This design comes from an exercise in tuning for small area on the open sky130 flow, not from production work. Function was checked by simulation only, so behaviour that the tests miss may differ from the original. No activity file was given, so power comes from the tool's default toggle rates.

--- flow/design.v ---
module qspi_fsm #( 
  parameter ADDR_W = 32 )
(
  input               clk,
  input               rst_n,
  input      [2:0]    clk_div,     
  input               cs_auto,     
  input               cs_level,    
  input               quad_en,     
  input               cpol,        
  input               cpha,        
  input               lsb_first,   
  input               start,
  input      [15:0]   cmd_cfg,     
  input      [15:0]   cmd_op,      
  input      [ADDR_W-1:0] cmd_addr,
  input      [7:0]    cmd_dummy,
  input      [31:0]   cmd_len,
  output              done,
  input               tx_ren,           
  input      [7:0]    tx_data_fifo,
  output reg          tx_empty,
  output reg          rx_wen,
  output reg [7:0]    rx_data_fifo,
  input               rx_full,
  output              sclk,
  output reg          cs_n,
  output reg [3:0]    io_o,        
  output reg [3:0]    io_oe,       
  input      [3:0]    io_i         
);
  wire [7:0] opcode    = cmd_op[7:0];
  wire [7:0] mode_bits = cmd_op[15:8];
  wire is_cmd_wrdi = (opcode == 8'h04);  
  wire is_cmd_rdsr = (opcode == 8'h05);  
  wire is_cmd_rdid = (opcode == 8'h9F);  
  wire [1:0] cmd_lanes_raw  = cmd_cfg[1:0];
  wire [1:0] addr_lanes_raw = cmd_cfg[3:2];
  wire [1:0] data_lanes_raw = cmd_cfg[5:4];
  wire [1:0] eff_cmd_lanes  = (is_cmd_wrdi|is_cmd_rdsr|is_cmd_rdid) ? 2'd0 : cmd_lanes_raw;
  wire [1:0] eff_addr_lanes = (is_cmd_wrdi|is_cmd_rdsr|is_cmd_rdid) ? 2'd0
                           : (quad_en ? 2'd2 : addr_lanes_raw);
  wire [1:0] eff_data_lanes = (is_cmd_wrdi|is_cmd_rdsr|is_cmd_rdid) ? 2'd0
                           : (quad_en ? 2'd2 : data_lanes_raw);
  function [2:0] lane_w; input [1:0] code; begin
    case (code)
      2'd0: lane_w = 3'd1;
      2'd1: lane_w = 3'd2;
      default: lane_w = 3'd4;
    endcase
  end endfunction
  wire [2:0] w_cmd  = lane_w(eff_cmd_lanes);
  wire [2:0] w_addr = lane_w(eff_addr_lanes);
  wire [2:0] w_data = lane_w(eff_data_lanes);
  wire [2:0] w_mode = w_addr;  
  wire [1:0] addr_bytes_sel = cmd_cfg[7:6];
  reg  [2:0] addr_bytes_raw;
  always @(*) begin
    case (addr_bytes_sel)
      2'd1: addr_bytes_raw = 3'd3;
      2'd2: addr_bytes_raw = 3'd4;
      default: addr_bytes_raw = 3'd0;
    endcase
  end
  wire [2:0] addr_bytes = (is_cmd_wrdi|is_cmd_rdsr|is_cmd_rdid) ? 3'd0 : addr_bytes_raw;
  wire       mode_en_raw   = cmd_cfg[8];
  wire [3:0] dummy_cfg     = cmd_cfg[12:9];
  wire       dir_read_raw  = cmd_cfg[13];
  wire       mode_en   = (is_cmd_wrdi|is_cmd_rdsr|is_cmd_rdid) ? 1'b0 : mode_en_raw;
  wire [7:0] total_dummy_raw = {4'b0, dummy_cfg} + cmd_dummy;
  wire [7:0] total_dummy = (is_cmd_wrdi|is_cmd_rdsr|is_cmd_rdid) ? 8'd0 : total_dummy_raw;
  wire       dir_read = is_cmd_rdid ? 1'b1 :
                        is_cmd_rdsr ? 1'b1 :
                        dir_read_raw;
  wire [31:0] cmd_len_eff =
      is_cmd_wrdi ? 32'd0 :
      is_cmd_rdid ? ((cmd_len==32'd0) ? 32'd3 : cmd_len) :
      is_cmd_rdsr ? ((cmd_len==32'd0) ? 32'd1 : cmd_len) :
                    cmd_len;
  reg [7:0] div_cnt;
  reg       sclk_int, sclk_en;
  wire [7:0] div_mask = (clk_div==3'd0) ? 8'd1 : (8'd1 << clk_div);
  always @(posedge clk or negedge rst_n) begin
    if (!rst_n) begin
      div_cnt  <= 8'd0;
      sclk_int <= 1'b0;
    end else if (sclk_en) begin
      div_cnt <= div_cnt + 8'd1;
      if (div_cnt == (div_mask - 1)) begin
        div_cnt  <= 8'd0;
        sclk_int <= ~sclk_int;
      end
    end else begin
      div_cnt  <= 8'd0;
      sclk_int <= 1'b0;
    end
  end
  assign sclk = sclk_en ? (cpol ^ sclk_int) : cpol;
  reg sclk_int_d;
  always @(posedge clk or negedge rst_n) begin
    if (!rst_n) sclk_int_d <= 1'b0;
    else        sclk_int_d <= sclk_int;
  end
  wire sclk_rise =  sclk_int & ~sclk_int_d;
  wire sclk_fall = ~sclk_int &  sclk_int_d;
  wire strobe_shift  = cpha ? sclk_rise : sclk_fall;
  wire strobe_sample = cpha ? sclk_fall : sclk_rise;
  localparam ST_IDLE   = 4'd0,
             ST_CS_ON  = 4'd1,
             ST_OPCODE = 4'd2,
             ST_ADDR   = 4'd3,
             ST_MODE   = 4'd4,
             ST_DUMMY  = 4'd5,
             ST_DATA_W = 4'd6,
             ST_DATA_R = 4'd7,
             ST_CS_OFF = 4'd8,
             ST_DONE   = 4'd9;
  reg [3:0] state, nstate;
  reg [7:0] out_byte, in_byte;
  reg [2:0] group_ptr;            
  reg [31:0] bytes_left;
  reg [2:0] addr_idx;
  reg [7:0] dummy_left;
  reg       done_r; assign done = done_r;
  reg       lsb_first_q;
  reg       have_tx;
  reg [7:0] tx_lat;
  reg start_d; always @(posedge clk or negedge rst_n) if (!rst_n) start_d<=1'b0; else start_d<=start;
  wire start_pulse = start & ~start_d;
  function group_done; input [2:0] w; reg [2:0] thr; begin
    if (w==3'd1) thr = 3'd7;      
    else if (w==3'd2) thr = 3'd6;  
    else thr = 3'd4;              
    group_done = (group_ptr >= thr);
  end endfunction
  always @(posedge clk or negedge rst_n) begin
    if (!rst_n) state <= ST_IDLE;
    else        state <= nstate;
  end
  always @(*) begin
    nstate = state;
    case (state)
      ST_IDLE   : nstate = start_pulse ? ST_CS_ON : ST_IDLE;
      ST_CS_ON  : nstate = ST_OPCODE;
      ST_OPCODE : if (strobe_shift && group_done(w_cmd)) begin
                    if (addr_bytes!=0)                    nstate = ST_ADDR;
                    else if (mode_en)                     nstate = ST_MODE;
                    else if (total_dummy!=0)              nstate = ST_DUMMY;
                    else if (cmd_len_eff!=0 && !dir_read) nstate = ST_DATA_W;
                    else if (cmd_len_eff!=0 &&  dir_read) nstate = ST_DATA_R;
                    else                                  nstate = ST_CS_OFF;
                  end
      ST_ADDR   : if (strobe_shift && group_done(w_addr)) begin
                    if (addr_idx == (addr_bytes-1)) begin
                      if (mode_en)                         nstate = ST_MODE;
                      else if (total_dummy!=0)             nstate = ST_DUMMY;
                      else if (cmd_len_eff!=0 && !dir_read)nstate = ST_DATA_W;
                      else if (cmd_len_eff!=0 &&  dir_read)nstate = ST_DATA_R;
                      else                                 nstate = ST_CS_OFF;
                    end
                  end
      ST_MODE   : if (strobe_shift && group_done(w_mode)) begin
                    if (total_dummy!=0)                    nstate = ST_DUMMY;
                    else if (cmd_len_eff!=0 && !dir_read)  nstate = ST_DATA_W;
                    else if (cmd_len_eff!=0 &&  dir_read)  nstate = ST_DATA_R;
                    else                                   nstate = ST_CS_OFF;
                  end
      ST_DUMMY  : if (strobe_sample && (dummy_left==8'd0))
                    nstate = (cmd_len_eff!=0) ? (dir_read ? ST_DATA_R : ST_DATA_W) : ST_CS_OFF;
      ST_DATA_W : if (strobe_shift && group_done(w_data)) begin
                    if (bytes_left==32'd1) nstate = ST_CS_OFF;
                  end
      ST_DATA_R : if (strobe_shift && group_done(w_data)) begin
                    if (bytes_left==32'd1) nstate = ST_CS_OFF;
                  end
      ST_CS_OFF : nstate = ST_DONE;
      ST_DONE   : nstate = ST_IDLE;
      default   : nstate = ST_IDLE;
    endcase
  end
  always @(posedge clk or negedge rst_n) begin
    if (!rst_n) begin
      sclk_en<=1'b0; cs_n<=1'b1; io_oe<=4'b0000; io_o<=4'b0000;
      out_byte<=8'h00; in_byte<=8'h00; group_ptr<=3'd0; bytes_left<=32'd0;
      addr_idx<=3'd0; dummy_left<=8'd0; have_tx<=1'b0; tx_lat<=8'h00;
      tx_empty<=1'b1; rx_wen<=1'b0; rx_data_fifo<=8'h00; done_r<=1'b0;
      lsb_first_q<=1'b0;
    end else begin
      rx_wen<=1'b0; done_r<=1'b0;
      case (state)
        ST_IDLE:   begin sclk_en<=1'b0; cs_n <= (cs_auto ? 1'b1 : cs_level); end
        ST_CS_ON,
        ST_OPCODE, ST_ADDR, ST_MODE, ST_DUMMY, ST_DATA_W, ST_DATA_R:
                   begin sclk_en<=1'b1; cs_n<=1'b0; end
        ST_CS_OFF: begin sclk_en<=1'b1; cs_n <= (cs_auto ? 1'b1 : cs_level); end
        ST_DONE:   begin sclk_en<=1'b0; cs_n <= (cs_auto ? 1'b1 : cs_level); done_r<=1'b1; end
      endcase
      if (state==ST_IDLE && start_pulse) begin
        lsb_first_q <= lsb_first;                
        group_ptr   <= 3'd0;
        out_byte    <= opcode;
        bytes_left  <= cmd_len_eff;
        addr_idx    <= 3'd0;
        dummy_left  <= total_dummy;
        tx_empty    <= (cmd_len_eff==0) || dir_read;
        have_tx     <= 1'b0;
      end
      if (state==ST_CS_ON && nstate==ST_OPCODE) begin
        out_byte  <= opcode; group_ptr <= 3'd0;
      end
      else if (state==ST_OPCODE && strobe_shift && group_done(w_cmd)) begin
        group_ptr <= 3'd0;
        if (addr_bytes!=0)        out_byte <= pick_addr_byte(cmd_addr, addr_bytes, 3'd0);
        else if (mode_en)         out_byte <= mode_bits;    
      end
      else if (state==ST_ADDR && strobe_shift && group_done(w_addr)) begin
        group_ptr <= 3'd0;
        if (addr_idx < addr_bytes-1) out_byte <= pick_addr_byte(cmd_addr, addr_bytes, addr_idx+1);
        else if (mode_en)            out_byte <= mode_bits;  
      end
      else if (state==ST_MODE && strobe_shift && group_done(w_mode)) begin
        group_ptr <= 3'd0;
      end
      else if (state==ST_DATA_W && strobe_shift && group_done(w_data)) begin
        group_ptr <= 3'd0;
      end
      else if (state==ST_DATA_R && strobe_shift && group_done(w_data)) begin
        group_ptr <= 3'd0;
      end
      if (state==ST_ADDR && strobe_shift && group_done(w_addr))
        addr_idx <= addr_idx + 3'd1;
      if ((state==ST_OPCODE && nstate==ST_DUMMY) ||
          (state==ST_ADDR   && nstate==ST_DUMMY) ||
          (state==ST_MODE   && nstate==ST_DUMMY)) begin
        dummy_left <= total_dummy;
      end else if (state==ST_DUMMY && strobe_sample && dummy_left!=8'd0) begin
        dummy_left <= dummy_left - 8'd1;
      end
      if (tx_ren) begin tx_lat <= tx_data_fifo; have_tx <= 1'b0; have_tx <= 1'b1; end
      if (state==ST_DATA_W && strobe_shift && group_done(w_data)) begin
        if (bytes_left!=0) bytes_left <= bytes_left - 32'd1;
        tx_empty <= (bytes_left<=32'd1);
        have_tx  <= 1'b0;
      end
      if (state==ST_DATA_R && strobe_shift && group_done(w_data))
        if (bytes_left!=0) bytes_left <= bytes_left - 32'd1;
      io_oe <= 4'b0000; io_o <= 4'b0000;
      if (state==ST_OPCODE)      {io_oe, io_o} <= drive_group(w_cmd , out_byte, group_ptr, lsb_first_q);
      else if (state==ST_ADDR)   {io_oe, io_o} <= drive_group(w_addr, out_byte, group_ptr, lsb_first_q);
      else if (state==ST_MODE)   {io_oe, io_o} <= drive_group(w_mode, out_byte, group_ptr, lsb_first_q);
      else if (state==ST_DATA_W) {io_oe, io_o} <= drive_group(w_data, (have_tx ? tx_lat : 8'h00), group_ptr, lsb_first_q);
      if (strobe_shift) begin
        if (state==ST_OPCODE)      group_ptr <= group_ptr + w_cmd;
        else if (state==ST_ADDR)   group_ptr <= group_ptr + w_addr;
        else if (state==ST_MODE)   group_ptr <= group_ptr + w_mode;
        else if (state==ST_DATA_W || state==ST_DATA_R)
                                   group_ptr <= group_ptr + w_data;
      end
      if (state==ST_DATA_R && strobe_sample)
        in_byte <= sample_group(w_data, in_byte, lsb_first_q, io_i);  
      if (state==ST_DATA_R && strobe_shift && group_done(w_data)) begin
        if (!rx_full) begin rx_data_fifo <= in_byte; rx_wen <= 1'b1; end
        in_byte <= 8'h00;
      end
    end
  end
  function [7:0] pick_addr_byte;
    input [31:0] a; input [2:0] nbytes; input [2:0] idx;
    begin
      if (nbytes==3) begin
        case (idx)
          3'd0: pick_addr_byte = a[23:16];
          3'd1: pick_addr_byte = a[15:8];
          default: pick_addr_byte = a[7:0];
        endcase
      end else begin
        case (idx)
          3'd0: pick_addr_byte = a[31:24];
          3'd1: pick_addr_byte = a[23:16];
          3'd2: pick_addr_byte = a[15:8];
          default: pick_addr_byte = a[7:0];
        endcase
      end
    end
  endfunction
  function [7:0] drive_group;
    input  [2:0] w;               
    input  [7:0] byte_val;
    input  [2:0] ptr;             
    input        lsb_first_t;
    reg [3:0] oe_r, o_r;
    reg b0,b1,b2,b3;
    integer idx;
    begin
      oe_r = 4'b0000; o_r = 4'b0000;
      case (w)
        3'd1: begin
          oe_r = 4'b0001;
          idx  = lsb_first_t ? ptr : (7 - ptr);
          b0   = byte_val[idx];
          o_r  = {3'b000, b0};                  
        end
        3'd2: begin
          oe_r = 4'b0011;
          if (lsb_first_t) begin
            b1 = byte_val[ptr+1]; b0 = byte_val[ptr];
          end else begin
            b1 = byte_val[7 - ptr    ];
            b0 = byte_val[7 - (ptr+1)];
          end
          o_r = {2'b00, b1, b0};                
        end
        default: begin  
          oe_r = 4'b1111;
          if (lsb_first_t) begin
            b3 = byte_val[ptr+3];
            b2 = byte_val[ptr+2];
            b1 = byte_val[ptr+1];
            b0 = byte_val[ptr  ];
          end else begin
            b3 = byte_val[7 - ptr    ];
            b2 = byte_val[7 - (ptr+1)];
            b1 = byte_val[7 - (ptr+2)];
            b0 = byte_val[7 - (ptr+3)];
          end
          o_r = {b3,b2,b1,b0};                  
        end
      endcase
      drive_group = {oe_r, o_r};
    end
  endfunction
  function [7:0] sample_group;
    input  [2:0] w;
    input  [7:0] byte_accum;
    input        lsb_first_t;
    input  [3:0] lanes_in;  
    reg b0,b1,b2,b3;
    begin
      b0 = lanes_in[0]; b1 = lanes_in[1]; b2 = lanes_in[2]; b3 = lanes_in[3];
      case (w)
        3'd1: begin
          if (!lsb_first_t)  sample_group = {byte_accum[6:0], b1};
          else               sample_group = {b1, byte_accum[7:1]};
        end
        3'd2: begin
          if (!lsb_first_t)  sample_group = {byte_accum[5:0], b1, b0};
          else               sample_group = {b1, b0, byte_accum[7:2]};
        end
        default: begin  
          if (!lsb_first_t)  sample_group = {byte_accum[3:0], b3, b2, b1, b0};
          else               sample_group = {b3, b2, b1, b0, byte_accum[7:4]};
        end
      endcase
    end
  endfunction
endmodule
--- flow/config.mk ---
export PLATFORM = sky130hd
export DESIGN_NAME = qspi_fsm
export DESIGN_NICKNAME = qspi_fsm
export VERILOG_FILES = /design/flow/design.v
export SDC_FILE = /design/flow/constraint.sdc
export NUM_CORES = 4
export LEC_CHECK = 0
export CAP_MARGIN = 20
export CORE_MARGIN = 2
export CORE_UTILIZATION = 40
export PLACE_DENSITY = 0.6
export SLEW_MARGIN = 20
--- flow/constraint.sdc ---
create_clock -name core_clock -period 5.0 [get_ports {clk}]
set_input_delay 1.0000 -clock core_clock [delete_from_list [all_inputs] [get_ports {clk}]]
set_output_delay 1.0000 -clock core_clock [all_outputs]
set_load 0.01 [all_outputs]
--- flow/run.sh ---
#!/bin/bash
# synth_recipe.tcl (not shown) runs the flow's synth.tcl, then flattens the netlist and writes it again
# the make line also repeats each setting of config.mk as NAME=value (left out here)
make -C /OpenROAD-flow-scripts/flow DESIGN_CONFIG=/design/flow/config.mk WORK_HOME=/design/flow/orfs CLKGATE_MAP_FILE= SYNTH_SCRIPT=/design/flow/synth_recipe.tcl finish
==> results.txt <==
[path summary, 6_finish.rpt]
check                          startpoint             end  depth (start not counted)
setup reg to reg           bytes_left[16]   dummy_left[0]                         10
hold / removal             bytes_left[12]  bytes_left[12]                          1
setup / recovery                cmd_op[4]  bytes_left[14]                         20
max in group asynchronous           rst_n        tx_empty                          2
min in group asynchronous           rst_n       tx_lat[1]                          1
hold reg to reg            bytes_left[12]  bytes_left[12]                          1
[stage by stage]
step / hold WS [ps] / setup TNS [ps] / instances
after floorplan: 451 / 0 / 1095
after detailed placement: 480 / -17.1 / 1501
after CTS: 493 / 0 / 1517
after global routing: 506 / 0 / 1517
final: 492 / 0 / 1517
after global placement: 478 / 0 / 1501
[metal layers]
metal  vias up  track usage [%]  share of wire [%]
met3        15             3.77                6.1
li1       4433                -                  -
met4         0             3.76               0.71
met5         -                0                  0
met1      4300             32.6                 47
met2       298             37.1                 46
[sequential cells by signal, indices dropped and copies added (netlist names), 4 cells and up]
| signal | flops |
|---|---|
| in_byte | 8 |
| state | 4 |
| rx_data_fifo | 8 |
| bytes_left | 32 |
| out_byte | 8 |
| dummy_left | 8 |
| io_o | 4 |
| div_cnt | 8 |
| tx_lat | 8 |
[layout make-up]
cell class / instances / area share, %
multi-input combinational: 890 / 52.8
sequential: 107 / 24.0
timing repair buffer: 186 / 15.9
tap: 280 / 3.14
clock buffer: 10 / 2.05
inverter: 38 / 1.28
clock inverter: 6 / 0.752
[critical path: stages]
cell,delay (ps)
clkdlybuf4s50_1,480
nor4_1,340
buf_4,190
a21o_1,100
nand2_1,170
buf_12,230
o21ai_1,190
nand2_1,120
inv_1,90
ha_1,220
nand2b_1,140
a21oi_1,290
nor2_2,80
buf_4,180
nand2_1,170
a21o_1,240
nand2_1,180
buf_4,290
a21oi_1,150
a311oi_1,70
[timing repair]
item                       CTS  global route
hold buffers                 0             0
setup endpoints to repair    0             3
resized for setup            0             2
[power by group]
group | total (W) | internal (W) | switching [W]
registers | 0.00158 | 0.00117 | 0.000414
logic | 0.00279 | 0.00132 | 0.00147
clock network | 0.000769 | 0.000401 | 0.000368
total | 0.00514 | 0.00289 | 0.00225
[cells by family after synthesis]
kind of cell / count (synthesis)
flip-flops: 107
adder cells (fa/ha/maj): 36
multiplexers: 59
AO/OA/AOI/OAI: 373
AND/OR/NAND/NOR: 400
XOR/XNOR: 22
buffers and inverters: 98
[cell usage in the layout, fill, tap and decap left out, types with 9 or more instances in the layout]
cell and count:
a22oi_1 12, o211ai_1 17, mux4_2 11, nor3_1 30, clkbuf_16 9, a21oi_1 116, o21ai_0 65, o22ai_1 18
nand2_1 116, xnor2_1 14, buf_4 38, a211oi_1 19, clkdlybuf4s50_1 147, nor2_1 88, a221oi_1 11, nand3_1 35
mux2i_1 19, dfrtp_1 105, inv_1 35, and2_1 9, mux2_2 29, a31oi_1 20, or3_1 12, nand2b_1 29
o31ai_1 11, nor4_1 18, a311oi_1 24, ha_1 32
==> reports/results.txt <==
cell accounting for the most synthesized area = dfrtp_1
CTS tree = built
mux cell area share after synthesis = 8.56%
Seq/Total Area, Yosys = 30.0%
Die H = 153 microns
port bufs = 148
simple-gate area share of the yosys netlist = 22.5%
total power draw = 0.00514 W
post-route design area = 11200 sq um
first-pass GRT wire length = 44.6 mm
min Tclk post-route = 4690 ps
# nets final = 1398
Synth Area in Compound Gates = 27.2%
Longest Clk Path Bufs = 2
share of layout cells above drive strength 1 = 9.54%
Clock Skew = 9.60 ps
diodes inserted = 0
H-tree lvl count = 3
total leakage power = 4.34 nW
footprint of the multi-input gates = 5890 sq um
DRC Markers = 0
fraction of the mapped netlist area in adder cells = 5.38%
average cell area after synthesis = 8.16 sq um
Final Hold Fails = 0
WS Path Type = in2reg
Yosys reg bits = 107
CTS Root Buffer Type = clkbuf_16
TritonCTS buffer count = 9
area grow syn2layout = 24.8%
Power Density = 461 nW/um^2
top post-synthesis cells by area = dfrtp_1 (29%), a21oi_1 (6.6%), nand2_1 (4.9%)
Sequential Area = 2680 sq um
CORE AREA = 21900 sq um
Mapped Area = 8930 sq um
Synth Area in XOR/XNOR = 2.16%
Tightest Pin Transition = 1060 ps
Distinct cells, synth = 77
Max-slew headroom = 28.8%
largest net degree at the start of global routing = 51
initial antenna violation count = 0
Place WS = -17.1 ps
vias per cell = 5.96
critical path capture point type = flip-flop
most frequent cells after synthesis = a21oi_1 (117), nand2_1 (116), dfrtp_1 (105)
post-synth top area share = 29.4%
FP Rows = 54
GPL Wtd Cong = 0.889
Async SR Flop Fraction = 100%
outcome = timing/DRC/antenna clean
r2r setup slk = 1760 ps
I/O pin count = 151
fmax = 0.213 GHz
drt pass-1 iters = 5
CTS Sinks = 107
Iter 0 DRT Violations = 561
Final WS setup = 307 ps
via count = 9046
max cap viols = 0
startpoint types = primary input
number of synthesized flops with an enable pin = 0
largest family of logic cells by synthesized area = compound AO/OA/AOI/OAI gates
most common cell in the synthesized netlist = a21oi_1
CP required = 5230 ps
Die W = 153 microns
Initial Util = 40.8%
WL final = 27.1 mm
Cell Area, Placed = 10800 sq um
RSZ-0062 raised after global routing = no
GRT Residual Overflow = 0
Final Util = 50.9%
setup violators final = 0
Most used DFF post-synth = dfrtp_1
total track usage = 22.8%
Tcrit/Tclk final = 93.9%
final-layout fill cell count = 2163
post-CTS setup buffers = 0
max-slew violation count = 0
crit path max fanout = 19
HPWL Detailed = 20.3 mm
maximum VDD drop = 175 uV
HP Class = reg2reg
Syn. warnings = 1
vias in the first global route = 8616
synthesized instance count = 1095
Die Area = 23500 sq um
Mapped Nets = 1261
mean routed wirelength per cell = 17.8 microns
Clock Latency Late Sink = 360 ps
worst path arrival time = 4920 ps
Routed Antenna Nets = 0
clock slew at the register clock pins of the worst setup and hold paths = 80 ps

## what the ideal ports hide
No port has a modelled driver above. Below, the same layout with a new extraction and two added sets of constraints. Step 1 (the two cells are an assumption about what drives the block):
set clk [get_ports {clk}]
set_driving_cell -lib_cell sky130_fd_sc_hd__clkbuf_16 $clk
set_driving_cell -lib_cell sky130_fd_sc_hd__buf_2 [delete_from_list [all_inputs] $clk]
Step 2 adds t to the input delays and takes it off the output delays; t is the mean of the earliest and latest rising clock arrival at the registers after step 1. Input paths then give back, and output paths get back, about the clock's delay inside the block. Slacks: ideal ports / drivers / drivers and shift; pairs: ideal ports / drivers.
t, ns: 0.404
setup WS [ns]: 0.307 / 0.319 / -0.086
hold slack, ns: 0.492 / 0.492 / 0.492
worst setup path at the end: input to register
With both steps, setup timing fails in this run, where it was met with ideal ports. The setup slack of this run moves by +0.012 ns with the drivers and by -0.393 ns with both steps.
